From an optimization exercise on the open Yosys and OpenROAD flow, aimed at small area; shortcuts taken in it are not production practice.
In this exercise RTL edits were held to simulation tests only and were not proved equivalent to the original.
Power is estimated from default activity; no workload was simulated.

--- design/flow/config.mk ---
export PLATFORM = sky130hd
export DESIGN_NAME = keypad_password_system
export DESIGN_NICKNAME = keypad_password_system
export VERILOG_FILES = /design/flow/design.v
export SDC_FILE = /design/flow/constraint.sdc
export NUM_CORES = 4
export LEC_CHECK = 0
export CAP_MARGIN = 20
export CORE_MARGIN = 2
export CORE_UTILIZATION = 40
export SLEW_MARGIN = 20
--- design/flow/constraint.sdc ---
create_clock -name core_clock -period 10.0 [get_ports {clk}]
set_input_delay 2.0000 -clock core_clock [delete_from_list [all_inputs] [get_ports {clk}]]
set_output_delay 2.0000 -clock core_clock [all_outputs]
set_load 0.01 [all_outputs]
--- design/flow/design.v ---
module hex_to_7seg (
    input [3:0] hex_in,
    output reg [6:0] seg_out   
);
    always @(*) begin
        case (hex_in)
            4'h0: seg_out = 7'b0111111;   
            4'h1: seg_out = 7'b0000110;   
            4'h2: seg_out = 7'b1011011;   
            4'h3: seg_out = 7'b1001111;   
            4'h4: seg_out = 7'b1100110;   
            4'h5: seg_out = 7'b1101101;   
            4'h6: seg_out = 7'b1111101;   
            4'h7: seg_out = 7'b0000111;   
            4'h8: seg_out = 7'b1111111;   
            4'h9: seg_out = 7'b1101111;   
            4'hA: seg_out = 7'b1110111;   
            4'hB: seg_out = 7'b1110011;   
            4'hC: seg_out = 7'b1101101;   
            4'hD: seg_out = 7'b1110001;   
            4'hE: seg_out = 7'b0111000;   
            4'hF: seg_out = 7'b1000000;   
            default: seg_out = 7'b0000000;   
        endcase
    end
endmodule
module keypad_scanner (
    input wire clk,               
    input wire reset,             
    input wire [3:0] rows,        
    output reg [3:0] cols,        
    output reg [3:0] key_value,   
    output reg key_valid          
);
    reg [5:0] scan_timer;
    reg [1:0] scan_index;
    wire scan_tick;
    assign scan_tick = (scan_timer == 6'd49);
    always @(posedge clk or posedge reset) begin
        if (reset) begin
            scan_timer <= 6'd0;
            scan_index <= 2'd0;
        end else if (scan_tick) begin
            scan_timer <= 6'd0;
            scan_index <= scan_index + 2'd1;
        end else begin
            scan_timer <= scan_timer + 6'd1;
        end
    end
    always @(*) begin
        case (scan_index)
            2'b00: cols = 4'b1110; 
            2'b01: cols = 4'b1101; 
            2'b10: cols = 4'b1011; 
            2'b11: cols = 4'b0111; 
            default: cols = 4'b1111;
        endcase
    end
    reg [3:0] row_sync1, row_sync2;
    always @(posedge clk) begin
        row_sync1 <= rows;
        row_sync2 <= row_sync1;
    end
    reg [2:0] debounce_counter;
    reg [3:0] row_stable;
    reg [3:0] rows_debounced;
    always @(posedge clk or posedge reset) begin
        if (reset) begin
            debounce_counter <= 3'd0;
            row_stable <= 4'b1111;
            rows_debounced <= 4'b1111;
        end else begin
            if (row_sync2 != row_stable) begin
                debounce_counter <= 3'd0;
                row_stable <= row_sync2;
            end else begin
                if (debounce_counter < 3'd4) begin  
                    debounce_counter <= debounce_counter + 3'd1;
                end else begin
                    rows_debounced <= row_stable;
                end
            end
        end
    end
    wire [3:0] key_code;
    reg [3:0] key_code_reg;
    always @(*) begin
        key_code_reg = 4'hF;
        case (scan_index)
            2'b00: begin
                if (rows_debounced == 4'b1110)      key_code_reg = 4'h1;
                else if (rows_debounced == 4'b1101) key_code_reg = 4'h4;
                else if (rows_debounced == 4'b1011) key_code_reg = 4'h7;
                else if (rows_debounced == 4'b0111) key_code_reg = 4'hE;
            end
            2'b01: begin
                if (rows_debounced == 4'b1110)      key_code_reg = 4'h2;
                else if (rows_debounced == 4'b1101) key_code_reg = 4'h5;
                else if (rows_debounced == 4'b1011) key_code_reg = 4'h8;
                else if (rows_debounced == 4'b0111) key_code_reg = 4'h0;
            end
            2'b10: begin
                if (rows_debounced == 4'b1110)      key_code_reg = 4'h3;
                else if (rows_debounced == 4'b1101) key_code_reg = 4'h6;
                else if (rows_debounced == 4'b1011) key_code_reg = 4'h9;
                else if (rows_debounced == 4'b0111) key_code_reg = 4'hF;
            end
            2'b11: begin
                if (rows_debounced == 4'b1110)      key_code_reg = 4'hA;
                else if (rows_debounced == 4'b1101) key_code_reg = 4'hB;
                else if (rows_debounced == 4'b1011) key_code_reg = 4'hC;
                else if (rows_debounced == 4'b0111) key_code_reg = 4'hD;
            end
        endcase
    end
    assign key_code = key_code_reg;
    localparam IDLE = 2'b00;
    localparam KEY_DETECTED = 2'b01;
    localparam WAIT_RELEASE = 2'b10;
    reg [1:0] state;
    reg [3:0] detected_key;
    reg [11:0] release_timer;
    always @(posedge clk or posedge reset) begin
        if (reset) begin
            state <= IDLE;
            key_valid <= 1'b0;
            key_value <= 4'hF;
            detected_key <= 4'hF;
            release_timer <= 12'd0;
        end else begin
            key_valid <= 1'b0;   
            case (state)
                IDLE: begin
                    if (key_code != 4'hF) begin
                        detected_key <= key_code;
                        state <= KEY_DETECTED;
                        release_timer <= 12'd0;
                    end
                end
                KEY_DETECTED: begin
                    key_valid <= 1'b1;
                    key_value <= detected_key;
                    state <= WAIT_RELEASE;
                end
                WAIT_RELEASE: begin
                    if (key_code == 4'hF) begin
                        if (release_timer < 12'd2500) begin   
                            release_timer <= release_timer + 12'd1;
                        end else begin
                            state <= IDLE;
                            detected_key <= 4'hF;
                            release_timer <= 12'd0;
                        end
                    end else begin
                        release_timer <= 12'd0;
                    end
                end
                default: state <= IDLE;
            endcase
        end
    end
endmodule
module password_fsm (
    input wire clk,
    input wire reset,
    input wire [3:0] key_value,
    input wire key_valid,
    output reg [15:0] display_data
);
    localparam KEY_C = 4'hC;   
    localparam KEY_E = 4'hE;   
    localparam CHAR_A    = 4'hA;
    localparam CHAR_P    = 4'hB;
    localparam CHAR_S    = 4'hC;
    localparam CHAR_F    = 4'hD;
    localparam CHAR_L    = 4'hE;
	 localparam CHAR_I    = 4'h1;
    localparam CHAR_DASH = 4'hF;
    localparam DISP_FAIL = {CHAR_F, CHAR_A, CHAR_I, CHAR_L};   
    localparam DISP_PASS = {CHAR_P, CHAR_A, CHAR_S, CHAR_S};   
    localparam DISP_IDLE = {CHAR_DASH, CHAR_DASH, CHAR_DASH, CHAR_DASH};  
    localparam [15:0] PASSWORD = 16'h1234;   
    localparam S_IDLE     = 2'b00;
    localparam S_ENTERING = 2'b01;
    localparam S_SUCCESS  = 2'b10;
    localparam S_FAIL     = 2'b11;
    reg [1:0] state, next_state;
    reg [15:0] entered_digits;
    reg [1:0] digit_count;
    reg [16:0] timer;
    wire timer_done;
    assign timer_done = (timer == 17'd99999);
    always @(*) begin
        next_state = state;
        case (state)
            S_IDLE: begin
                if (key_valid && (key_value <= 4'd9))
                    next_state = S_ENTERING;
            end
            S_ENTERING: begin
                if (key_valid) begin
                    if (key_value == KEY_C)
                        next_state = S_IDLE;
                    else if (key_value == KEY_E)
                        next_state = (entered_digits == PASSWORD) ? S_SUCCESS : S_FAIL;
                    else if (key_value <= 4'd9 && digit_count == 2'd3)
                        next_state = (({entered_digits[11:0], key_value}) == PASSWORD) ? S_SUCCESS : S_FAIL;
                end
            end
            S_SUCCESS: begin
                if (timer_done)
                    next_state = S_IDLE;
            end
            S_FAIL: begin
                if (timer_done)
                    next_state = S_IDLE;
            end
        endcase
    end
    always @(posedge clk or posedge reset) begin
        if (reset) begin
            state <= S_IDLE;
            entered_digits <= 16'd0;
            digit_count <= 2'd0;
            display_data <= DISP_IDLE;
            timer <= 17'd0;
        end else begin
            state <= next_state;
            if (next_state != state)
                timer <= 17'd0;
            else if (!timer_done)
                timer <= timer + 17'd1;
            case (next_state)
                S_IDLE: begin
                    display_data <= DISP_IDLE;
                    entered_digits <= 16'd0;
                    digit_count <= 2'd0;
                end
                S_ENTERING: begin
                    if (state == S_IDLE && key_valid && (key_value <= 4'd9)) begin
                        entered_digits <= {12'hFFF, key_value};
                        display_data <= {12'hFFF, key_value};
                        digit_count <= 2'd1;
                    end else if (state == S_ENTERING && key_valid && (key_value <= 4'd9) && (digit_count < 3)) begin
                        entered_digits <= {entered_digits[11:0], key_value};
                        display_data <= {entered_digits[11:0], key_value};
                        digit_count <= digit_count + 2'd1;
                    end
                end
                S_SUCCESS: begin
                    display_data <= DISP_PASS;
                    entered_digits <= 16'd0;
                    digit_count <= 2'd0;
                end
                S_FAIL: begin
                    display_data <= DISP_FAIL;
                    entered_digits <= 16'd0;
                    digit_count <= 2'd0;
                end
            endcase
        end
    end
endmodule
module seven_seg_driver (
    input wire clk,               
    input wire reset,             
    input wire [15:0] digits,     
    output reg [6:0] seg_out,     
    output reg [3:0] digit_sel    
);
    reg [7:0] refresh_counter;  
    reg [1:0] current_digit_s1;  
    always @(posedge clk or posedge reset) begin
        if (reset) begin
            refresh_counter <= 8'd0; 
            current_digit_s1 <= 2'b0;
        end else begin
            refresh_counter <= refresh_counter + 8'd1; 
            current_digit_s1 <= refresh_counter[7:6];
        end
    end
    reg [3:0] current_hex_s2; 
    always @(posedge clk or posedge reset) begin
        if (reset) begin
            current_hex_s2 <= 4'hF;
        end else begin
            case (current_digit_s1)
                2'b00: current_hex_s2 <= digits[15:12];  
                2'b01: current_hex_s2 <= digits[11:8];   
                2'b10: current_hex_s2 <= digits[7:4];    
                2'b11: current_hex_s2 <= digits[3:0];    
            endcase
        end
    end
    reg [6:0] decoded_segments_s3; 
    wire [6:0] decoded_segments_comb;
    hex_to_7seg decoder_inst (
        .hex_in(current_hex_s2),
        .seg_out(decoded_segments_comb)
    );
    always @(posedge clk or posedge reset) begin
        if (reset) begin
            decoded_segments_s3 <= 7'b0000000;
        end else begin
            decoded_segments_s3 <= decoded_segments_comb;
        end
    end
    reg [1:0] current_digit_s2;
    reg [1:0] current_digit_s3;
    always @(posedge clk or posedge reset) begin
        if (reset) begin
            current_digit_s2 <= 2'b0;
            current_digit_s3 <= 2'b0;
        end else begin
            current_digit_s2 <= current_digit_s1;  
            current_digit_s3 <= current_digit_s2;  
        end
    end
    always @(posedge clk or posedge reset) begin
        if (reset) begin
            seg_out <= 7'b0000000;
            digit_sel <= 4'b1111;  
        end else begin
            seg_out <= decoded_segments_s3;
            case (current_digit_s3)
                2'b00: digit_sel <= 4'b0111;  
                2'b01: digit_sel <= 4'b1011;  
                2'b10: digit_sel <= 4'b1101;  
                2'b11: digit_sel <= 4'b1110;  
            endcase
        end
    end
endmodule
module keypad_password_system (
    input wire clk,            
    input wire reset_n,        
    input wire [3:0] keypad_rows,     
    output wire [3:0] keypad_cols,    
    output wire [6:0] seg_out,        
    output wire [3:0] digit_sel       
);
    wire reset;
    assign reset = ~reset_n;
    wire [3:0] w_key_value;
    wire w_key_valid;
    wire [15:0] w_display_data;  
    keypad_scanner u_keypad (
        .clk(clk),
        .reset(reset),
        .rows(keypad_rows),
        .cols(keypad_cols),
        .key_value(w_key_value),
        .key_valid(w_key_valid)
    );
    password_fsm u_fsm (
        .clk(clk),
        .reset(reset),
        .key_value(w_key_value),
        .key_valid(w_key_valid),
        .display_data(w_display_data)
    );
    seven_seg_driver u_display (
        .clk(clk),
        .reset(reset),
        .digits(w_display_data),  
        .seg_out(seg_out),
        .digit_sel(digit_sel)
    );
endmodule
--- design/flow/run.sh ---
#!/bin/bash
# synth_recipe.tcl (not shown) runs the flow's synth.tcl, then flattens the netlist and writes it again
# the make line also repeats each setting of config.mk as NAME=value (left out here)
make -C /OpenROAD-flow-scripts/flow DESIGN_CONFIG=/design/flow/config.mk WORK_HOME=/design/flow/orfs CLKGATE_MAP_FILE= SYNTH_SCRIPT=/design/flow/synth_recipe.tcl finish
==> results.txt <==
## kinds of logic after synthesis
logic type | synth area share (%)
and+or+nand+nor | 18.5
DFF | 53.0
AOI/OAI and AO/OA | 12.2
buffers and inverters | 3.95
xor gates and xnor gates | 4.79
adders and majority gates | 3.80
muxes | 3.82
## flip-flops by register name, indices dropped and copies added (netlist names), 6 cells and up
| register | flops |
|---|---|
| u_keypad.scan_timer | 6 |
| u_display.refresh_counter | 8 |
| u_keypad.release_timer | 12 |
| u_display.decoded_segments_s3 | 7 |
| u_fsm.timer | 17 |
| u_fsm.display_data | 16 |
| u_fsm.entered_digits | 16 |
| u_display.seg_out | 7 |
## metal layers
metal  global-route usage (%)  vias to the layer above  share of wire (%)
li1                         -                     2147                  -
met1                     19.2                     2171                 46
met2                     23.9                       86                 48
met3                     4.23                       20                4.3
met4                     7.95                        0                2.3
met5                        0                        -                  0
## cells in the mapped netlist, types with 15 or more instances
cell | number | area, µm²
xnor2_1 | 17 | 149
nand2_1 | 75 | 282
dfrtp_1 | 91 | 2280
ha_1 | 20 | 250
xor2_1 | 19 | 166
nand3_1 | 27 | 135
nor2_1 | 43 | 161
dfstp_2 | 40 | 1050
inv_1 | 24 | 90.1
a21oi_1 | 15 | 75.1
o21ai_0 | 21 | 105
nand4_1 | 15 | 93.8
## layout by cell type, fill, tap and decap left out, types with 4 or more instances in the layout
cell             instances
a211o_1                  4
a21o_1                   8
a21oi_1                 15
a221o_1                  7
and2_1                   6
and3_1                   7
and4_1                   4
clkbuf_16               17
clkbuf_8                 4
clkdlybuf4s50_1         19
dfrtp_1                 91
dfstp_2                 40
dfxtp_1                  8
ha_1                    20
inv_1                   24
mux2_2                   9
mux2i_1                  6
mux4_2                   4
nand2_1                 75
nand2b_1                 4
nand3_1                 27
nand4_1                 15
nor2_1                  43
nor2b_1                  6
nor3_1                   8
nor4b_1                  4
o211ai_1                 4
o21ai_0                 21
o21ai_1                  5
xnor2_1                 17
xor2_1                  19
## worst reg2reg max path: stages, from the launching register on
cell and delay [ps]:
dfrtp_1 440, inv_1 170, ha_1 350, nor2_1 110, o22ai_1 260, o22ai_1 170, nor4_4 910, nand2_2 280
o311ai_2 320
## power breakdown
group	total (mW)	switching, mW	internal, mW
Combinational	0.0142	0.0109	0.00325
Clock	0.614	0.224	0.390
Sequential	0.568	0.00152	0.567
Total	1.20	0.236	0.960
## area by class of cell
class | count | area [µm²]
multi-input cells | 409 | 2850
flip-flops and latches | 139 | 3490
repair buffers | 22 | 213
clock inverters | 7 | 90.1
clock buffers | 24 | 492
inverters | 24 | 90.1
well taps | 216 | 270
fillers | 1501 | 8510
## per-stage QoR
stage	setup WS [ps]	hold slack (ps)	std cells	total power, mW
global route	5860	330	841	1.24
global placement	6520	311	810	0.592
detailed placement	6420	316	810	0.593
floorplan	7040	310	599	0.580
finish	5970	325	841	1.20
CTS	5950	326	841	1.21
## path summary, 6_finish.rpt
kind                                                          end  depth (start not counted)
max in group asynchronous  u_display.refresh_counter[1]$_DFF_PN0_                          2
min in group asynchronous          u_display.seg_out[2]$_DFF_PN0_                          1
hold reg to reg                u_keypad.row_stable[3]$_DFFE_PN1P_                          0
hold / removal                 u_keypad.row_stable[3]$_DFFE_PN1P_                          0
setup reg to reg            u_keypad.release_timer[6]$_DFFE_PN0P_                          8
setup / recovery                                   keypad_cols[0]                          4
==> results.txt <==
Max FO, Critical Path 8; CP bufs+invs 3; Netlist cell types 76; H-tree depth 4; GRT Resource Usage Total roughly 15%; Clock Skews 7.60 ps; Port Buffers 20; Syn-to-layout area delta 13.8%; share of cells above drive strength 1 between 10% and 20%; Slew @ Worst Pin about 1000 ps; RSZ-0062 raised after global routing false; CP startpoint u_keypad.scan_index[0]$_DFFE_PN0N_; clk sinks approximately 140; # diodes 0; Worst-Skew Late Latency about 420 ps; post-detail-place hpwl 8480 µm; Post-synth ARST share between 90 and 100%; crit path cell chain inv_1 -> ha_1 -> inv_1 -> clkdlybuf4s50_1; r2r setup slk about 6900 ps; IO Count 21; number of routed nets with antenna violations 0; fin nets 639; syn_nets about 630; Core ar. ~0.016 mm²; Post-CTS Resized 0; Min-Delay Path Class flip-flop to flip-flop; final core utilization a little under half; first-pass GRT wire length about 21000 µm; status finished clean; Rel. slew slack between 30% and 40%; hold buffers post-CTS 0; Worst EP arrival around 2000 ps; Yosys warning count 4; Static Leak roughly 3.2 nW; Post-CTS Setup Inserts 0; Clock Tree Buf Depth 2; Critical R2R Launch u_keypad.scan_index[0]$_DFFE_PN0N_; Initial DRT Pass Iterations 4; CTS tree done; Slew Limit Fails 0; Via Count between 4000 and 5000; Max Cap Violations 0; clock-pin slew on the worst setup and hold paths around 50 ps; antenna violations before repair 0; CP max stage delay approximately 550 ps; Achievable Freq ~250 MHz; Setup Viol. Count Final 0; Seq cells post-synth between 100 and 150; PwrDens 160 mW/mm²; Root Buffer clkbuf_16; Top FF cell, synth dfrtp_1; # DRC 0; CP top delay family buffers and inverters; Post-Syn Area around 0.0066 mm²; die width 132 µm; initial DRC count about 240; number of global-route vias before repair approximately 4300; via-per-instance ratio ~5.3; crit path launch type flip-flop; post-route setup TNS 0 ps; Mean Syn Cell Area between 10 and 15 µm²; final hold violations 0; DIE HEIGHT about 130 µm; critical path type flip-flop to output port; Slowest-stage cell, CP clkdlybuf4s50_1; crit end category output port; Final Cell Area about 0.0075 mm²; Post-synth EDFFs 0; post-synthesis sequential area ratio 53.0%; Starting Density about two fifths; Mapped Cells between 500 and 600; Max rail drop VDD between 100 and 150 µV; num rows 46; pin count of the biggest net entering global routing between 60 and 70; Die ar. around 0.018 mm²; min Tclk post-route a little over 4000 ps; Final Cycle Share 40.3%; routability cong. 0.837; final WL 12600 µm; Area after DPL 0.00690 mm²; TritonCTS Buffers 17; Worst Path Required 8000 ps; HP Start u_keypad.row_sync2[3]$_DFF_P_; wire length per cell between 10 and 15 µm; crit-path most repeated cell inv_1; grt ovf 0

static timing again, ports no longer ideal:
No port has a modelled driver above. Below, the same layout with a new extraction and two added sets of constraints. Step 1: set_driving_cell puts a clkbuf_16 on clk and a buf_2 on each other input, an assumption about the parent block. Step 2 also shifts input and output timing later by t, the mid clock arrival at the registers, as if the neighbouring blocks saw the same clock. Three values: ideal, step 1, step 2; two values: the first two.
shift t [ns]: 0.463
setup slack, ns: 5.970 / 5.927 / 6.389
slew at the worst register clock pin (ns): 0.06 / 0.06
worst slew at a driven data input, ns: 0.03
pins driven straight from the clock port: 1
After both steps this run still meets setup and hold. For this run, drivers alone change the setup slack by -0.043 ns; drivers and shift together by +0.419 ns.
